What follows belongs to an exercise in optimizing a design on an open flow for small area, a short achievable clock period and few clock cycles per item; a production flow would make more cautious choices. RTL that was checked went through simulation tests only; none was proved equivalent to the original.

willow:
==> flow/design.v <==
module alu_multi_cycle #(
    parameter OPERAND_BUS_WIDTH = 8,
    parameter OPERAND_MAX_DATA_WIDTH = 32,
    parameter RESULT_BUS_WIDTH = 16,
    parameter RESULT_MAX_DATA_WIDTH = 64
) (
    input   wire                            clk,
    input   wire                            rst,  
    input   wire                            operand_valid,
    input   wire [2:0]                      op,
    input   wire [OPERAND_BUS_WIDTH-1:0]    a,
    input   wire [OPERAND_BUS_WIDTH-1:0]    b,
    input   wire                            operand_last,
    output  reg                             ready,
    output  reg                             result_valid,
    output  reg  [RESULT_BUS_WIDTH-1:0]     result,
    output  reg                             result_last,
    output  reg                             result_rst
);
    reg [31:0] opa;       
    reg [31:0] opb;       
    reg        cy;        
    reg [2:0]  opc;       
    reg [1:0]  nb;        
    reg        s_recv;    
    reg        s_full;    
    reg        m_busy;    
    reg [2:0]  didx;      
    reg [1:0]  d_one, d_two, d_neg;    
    reg        d_top;     
    reg [63:0] o;         
    wire flush = !rst || (operand_valid && op == 3'b111);
    always @(*) result = o[15:0];
    wire is_mul  = (opc == 3'b100);
    wire o_free  = !m_busy && (!result_valid || result_last);
    wire xfer    = s_full && o_free;
    wire step    = m_busy || (xfer && is_mul);
    wire m_done  = (didx == 3'd0);
    wire accept  = operand_valid && ready;
    wire first   = !s_recv;
    wire lastb   = operand_last || !first && nb == 2'd3;
    wire o_hi0   = (o[63:32] == 32'd0);
    wire [2:0] cur_op = first ? op : opc;
    wire       cin    = !first && cy;
    wire [9:0] bsum_x = {1'b0, a, 1'b1} + {1'b0, b, cin};
    wire [8:0] bsum   = bsum_x[9:1];
    reg  [7:0] rbyte;
    reg        rcarry;
    always @(*) begin
        rcarry = 1'b0;
        case (cur_op)
            3'b001: {rcarry, rbyte} = bsum;
            3'b010: rbyte = a & b;
            3'b011: rbyte = a ^ b;
            3'b100: rbyte = a;
            default: rbyte = 8'd0;
        endcase
    end
    function automatic [6:0] benc(input [4:0] x);    
        integer m;
        reg b2, b1, b0;
        begin
            benc = 7'd0;
            for (m = 0; m < 2; m = m + 1) begin
                b2 = x[2*m+2]; b1 = x[2*m+1]; b0 = x[2*m];
                benc[m]   = b1 ^ b0;
                benc[2+m] = (b2 & !b1 & !b0) | (!b2 & b1 & b0);
                benc[4+m] = b2 & !(b1 & b0);
            end
            benc[6] = x[4];
        end
    endfunction
    wire [2:0] nd_idx = didx - 3'd1;
    wire [4:0] nd_x   = {opa[{nd_idx, 2'b00} +: 4], (nd_idx == 3'd0) ? 1'b0 : opa[{nd_idx, 2'b00} - 1]};
    wire [4:0] fd_x   = {a[7:4], a[3]};
    wire [32:0] pp0 = (({33{d_one[0]}} & {1'b0, opb}) | ({33{d_two[0]}} & {opb, 1'b0})) ^ {33{d_neg[0]}};
    wire [32:0] pp1 = (({33{d_one[1]}} & {1'b0, opb}) | ({33{d_two[1]}} & {opb, 1'b0})) ^ {33{d_neg[1]}};
    wire [63:0] row0 = {28'hfffffff, !d_neg[0], d_neg[0], d_neg[0], pp0};
    wire [63:0] row1 = {28'd0, !d_neg[1], pp1, 2'b00};
    wire [63:0] arow = m_busy ? {o[59:0], 1'b0, d_neg[1], 1'b0, d_neg[0]}
                              : {24'd0, (d_top ? opb : 32'd0), 1'b0, d_neg[1], 1'b0, d_neg[0]};
    wire [63:0] c1s  = row0 ^ row1 ^ arow;
    wire [63:0] c1c  = ((row0 & row1) | (row0 & arow) | (row1 & arow)) << 1;
    wire [63:0] macc = c1s + c1c;
    always @(posedge clk) begin
        if (step)
            o <= macc;
        else if (xfer)
            o <= {31'd0, cy && nb == 2'd0, opa[31:25], opa[24] | (cy && nb == 2'd3),
                  opa[23:17], opa[16] | (cy && nb == 2'd2), opa[15:9], opa[8] | (cy && nb == 2'd1), opa[7:0]};
        else
            o <= {16'd0, o[63:16]};
    end
    always @(posedge clk) begin
        if (accept) begin
            cy <= rcarry;
            if (first) begin
                opa <= {24'd0, rbyte};
                opb <= {24'd0, b};
            end else begin
                case (nb)
                    2'd1: begin opa[15:8]  <= rbyte; opb[15:8]  <= b; end
                    2'd2: begin opa[23:16] <= rbyte; opb[23:16] <= b; end
                    default: begin opa[31:24] <= rbyte; opb[31:24] <= b; end
                endcase
            end
        end
    end
    reg        s_recv_n, s_full_n, m_busy_n, rv_n, rl_n;
    reg [2:0]  didx_n, opc_n;
    reg [1:0]  nb_n;
    reg [6:0]  dsel_n;
    always @(*) begin
        s_recv_n = s_recv;
        s_full_n = s_full;
        m_busy_n = m_busy;
        didx_n   = didx;
        opc_n    = opc;
        nb_n     = nb;
        dsel_n   = {d_top, d_neg, d_two, d_one};
        if (result_valid && !result_last) begin
            rv_n = 1'b1;
            rl_n = o_hi0;
        end else begin
            rv_n = 1'b0;
            rl_n = 1'b0;
        end
        if (step) begin
            didx_n   = nd_idx;
            dsel_n   = benc(nd_x);
            m_busy_n = !m_done;
            if (m_done) begin
                s_full_n = 1'b0;
                rv_n     = 1'b1;
                rl_n     = 1'b0;
            end
        end else if (xfer) begin
            s_full_n = 1'b0;
            rv_n     = 1'b1;
            rl_n     = 1'b0;
        end
        if (accept) begin
            if (first) begin
                opc_n = op;
                nb_n  = 2'd1;
                if (op != 3'b000) begin
                    if (operand_last) s_full_n = 1'b1;
                    else              s_recv_n = 1'b1;
                end
            end else begin
                nb_n = nb + 2'd1;
                if (lastb) begin
                    s_recv_n = 1'b0;
                    s_full_n = 1'b1;
                end
            end
            if (lastb) begin
                didx_n = {nb, 1'b1} & {first ? 2'b00 : 2'b11, 1'b1};
                dsel_n = benc(fd_x);
            end
        end
        if (flush) begin
            s_recv_n = 1'b0;
            s_full_n = 1'b0;
            m_busy_n = 1'b0;
            rv_n     = 1'b0;
            rl_n     = 1'b0;
        end
    end
    wire o_free_n = !m_busy_n && (!rv_n || rl_n);
    wire ready_n  = !s_full_n || (o_free_n && opc_n != 3'b100) || (m_busy_n && didx_n == 3'd0);
    always @(posedge clk) begin
        s_recv       <= s_recv_n;
        s_full       <= s_full_n;
        m_busy       <= m_busy_n;
        didx         <= didx_n;
        opc          <= opc_n;
        nb           <= nb_n;
        {d_top, d_neg, d_two, d_one} <= dsel_n;
        result_valid <= rv_n;
        result_last  <= rl_n;
        ready        <= ready_n;
        result_rst   <= flush;
    end
endmodule
make LEC_CHECK=0 CAP_MARGIN=20 CORE_MARGIN=2 CORE_UTILIZATION=40 SETUP_SLACK_MARGIN=5 SLEW_MARGIN=20 finish   # period 10.0 ns
run.sh (not shown) runs the stock make flow with config.mk's settings and CLKGATE_MAP_FILE= SYNTH_SCRIPT=/design/flow/synth_recipe.tcl, a recipe that flattens the netlist after the stock synthesis.
--- input diff willow..raven ---
--- a/flow/design.v
+++ b/flow/design.v
@@ -19,7 +19,7 @@
 );
     reg [31:0] opa;       
     reg [31:0] opb;       
-    reg        cy;        
+    reg        c32;       
     reg [2:0]  opc;       
     reg [1:0]  nb;        
     reg        s_recv;    
@@ -41,9 +41,8 @@
     wire lastb   = operand_last || !first && nb == 2'd3;
     wire o_hi0   = (o[63:32] == 32'd0);
     wire [2:0] cur_op = first ? op : opc;
-    wire       cin    = !first && cy;
-    wire [9:0] bsum_x = {1'b0, a, 1'b1} + {1'b0, b, cin};
-    wire [8:0] bsum   = bsum_x[9:1];
+    wire       cin    = !first && opa[{nb, 3'b000}];    
+    wire [8:0] bsum   = {1'b0, a} + {1'b0, b} + {8'd0, cin};
     reg  [7:0] rbyte;
     reg        rcarry;
     always @(*) begin
@@ -73,35 +72,44 @@
     wire [2:0] nd_idx = didx - 3'd1;
     wire [4:0] nd_x   = {opa[{nd_idx, 2'b00} +: 4], (nd_idx == 3'd0) ? 1'b0 : opa[{nd_idx, 2'b00} - 1]};
     wire [4:0] fd_x   = {a[7:4], a[3]};
-    wire [32:0] pp0 = (({33{d_one[0]}} & {1'b0, opb}) | ({33{d_two[0]}} & {opb, 1'b0})) ^ {33{d_neg[0]}};
-    wire [32:0] pp1 = (({33{d_one[1]}} & {1'b0, opb}) | ({33{d_two[1]}} & {opb, 1'b0})) ^ {33{d_neg[1]}};
-    wire [63:0] row0 = {28'hfffffff, !d_neg[0], d_neg[0], d_neg[0], pp0};
-    wire [63:0] row1 = {28'd0, !d_neg[1], pp1, 2'b00};
-    wire [63:0] arow = m_busy ? {o[59:0], 1'b0, d_neg[1], 1'b0, d_neg[0]}
-                              : {24'd0, (d_top ? opb : 32'd0), 1'b0, d_neg[1], 1'b0, d_neg[0]};
-    wire [63:0] c1s  = row0 ^ row1 ^ arow;
-    wire [63:0] c1c  = ((row0 & row1) | (row0 & arow) | (row1 & arow)) << 1;
-    wire [63:0] macc = c1s + c1c;
+    reg [41:0] row0, row1;
+    always @(*) begin
+        row0 = {8'd0, !d_neg[0], ((({33{d_one[0]}} & {1'b0, opb}) | ({33{d_two[0]}} & {opb, 1'b0})) ^ {33{d_neg[0]}})};
+        row1 = {6'd0, !d_neg[1], ((({33{d_one[1]}} & {1'b0, opb}) | ({33{d_two[1]}} & {opb, 1'b0})) ^ {33{d_neg[1]}}), 2'b00};
+    end
+    wire [41:0] kon  = 42'h3ffffffffff - 42'h00a00000000 + 42'd1;   
+    wire [39:0] accl = m_busy ? {o[35:0], 4'd0} : (d_top ? {4'd0, opb, 4'd0} : 40'd0);
+    wire [41:0] arow = {2'd0, accl[39:4], 1'b0, d_neg[1], 1'b0, d_neg[0]};
+    function automatic [83:0] csa(input [41:0] x, input [41:0] y, input [41:0] z);
+        csa = {((x & y) | (x & z) | (y & z)) << 1, x ^ y ^ z};
+    endfunction
+    wire [83:0] l1   = csa(row0, row1, arow);
+    wire [83:0] l2   = csa(l1[41:0], l1[83:42], kon);
+    wire [41:0] lsum = l2[41:0] + l2[83:42];
+    wire [23:0] acch = m_busy ? o[59:36] : 24'd0;
+    wire [23:0] hinc = acch + 24'd1;
+    wire [23:0] hdec = acch - 24'd1;
+    wire [23:0] hsum = lsum[41] ? hdec : (lsum[40] ? hinc : acch);
+    wire [63:0] macc = {hsum, lsum[39:0]};
     always @(posedge clk) begin
         if (step)
             o <= macc;
         else if (xfer)
-            o <= {31'd0, cy && nb == 2'd0, opa[31:25], opa[24] | (cy && nb == 2'd3),
-                  opa[23:17], opa[16] | (cy && nb == 2'd2), opa[15:9], opa[8] | (cy && nb == 2'd1), opa[7:0]};
+            o <= {31'd0, c32, opa};
         else
             o <= {16'd0, o[63:16]};
     end
     always @(posedge clk) begin
         if (accept) begin
-            cy <= rcarry;
             if (first) begin
-                opa <= {24'd0, rbyte};
+                opa <= {16'd0, 7'd0, rcarry, rbyte};
                 opb <= {24'd0, b};
+                c32 <= 1'b0;
             end else begin
                 case (nb)
-                    2'd1: begin opa[15:8]  <= rbyte; opb[15:8]  <= b; end
-                    2'd2: begin opa[23:16] <= rbyte; opb[23:16] <= b; end
-                    default: begin opa[31:24] <= rbyte; opb[31:24] <= b; end
+                    2'd1: begin opa[15:8]  <= rbyte; opa[23:16] <= {7'd0, rcarry}; opb[15:8]  <= b; end
+                    2'd2: begin opa[23:16] <= rbyte; opa[31:24] <= {7'd0, rcarry}; opb[23:16] <= b; end
+                    default: begin opa[31:24] <= rbyte; c32 <= rcarry; opb[31:24] <= b; end
                 endcase
             end
         end
Findings:
Going from willow to raven, pre-CTS setup slack shrinks by 560 ps.
Transition at the pin with the smallest max-transition slack up 63 ps in raven wrt willow
In raven relative to willow, site row count had gone down slightly.
Worst reg2reg path depth in raven vs willow: up 2
The total standard cell area after synthesis number comes out lower for raven vs willow.
Testbench counts of raven, summed over its fixed seeds: cycles 31,033, items 8,000.
Function not checked in willow: the RTL went through the layout flow alone.

==> port drivers added, routing unchanged <==
How much do the figures lean on ideal ports? The routed layouts below were timed once more, with nothing changed but the port constraints. Step 1 sets driving cells, clkbuf_16 on the clock port and buf_2 on the other inputs (assumed; they add their load-dependent delay and slew). Step 2 times the ports against the registers' clock, not the clock port: input delays grow and output delays shrink by t, the midpoint of the rising clock arrivals with the driver on. Slacks: ideal ports / drivers / drivers and shift; pairs: ideal ports / drivers.
| run | shift t [ns] | setup WS [ns] | worst setup path after step 2 |
|---|---|---|---|
| willow | 0.478 | 5.290 / 5.290 / 5.131 | input to register |
| raven | 0.487 | 5.086 / 5.086 / 4.727 | input to register |
After both steps every run listed still meets setup and hold. The setup slack of raven, which loses most, moves by 0.000 ns with the drivers and by -0.359 ns with both steps.
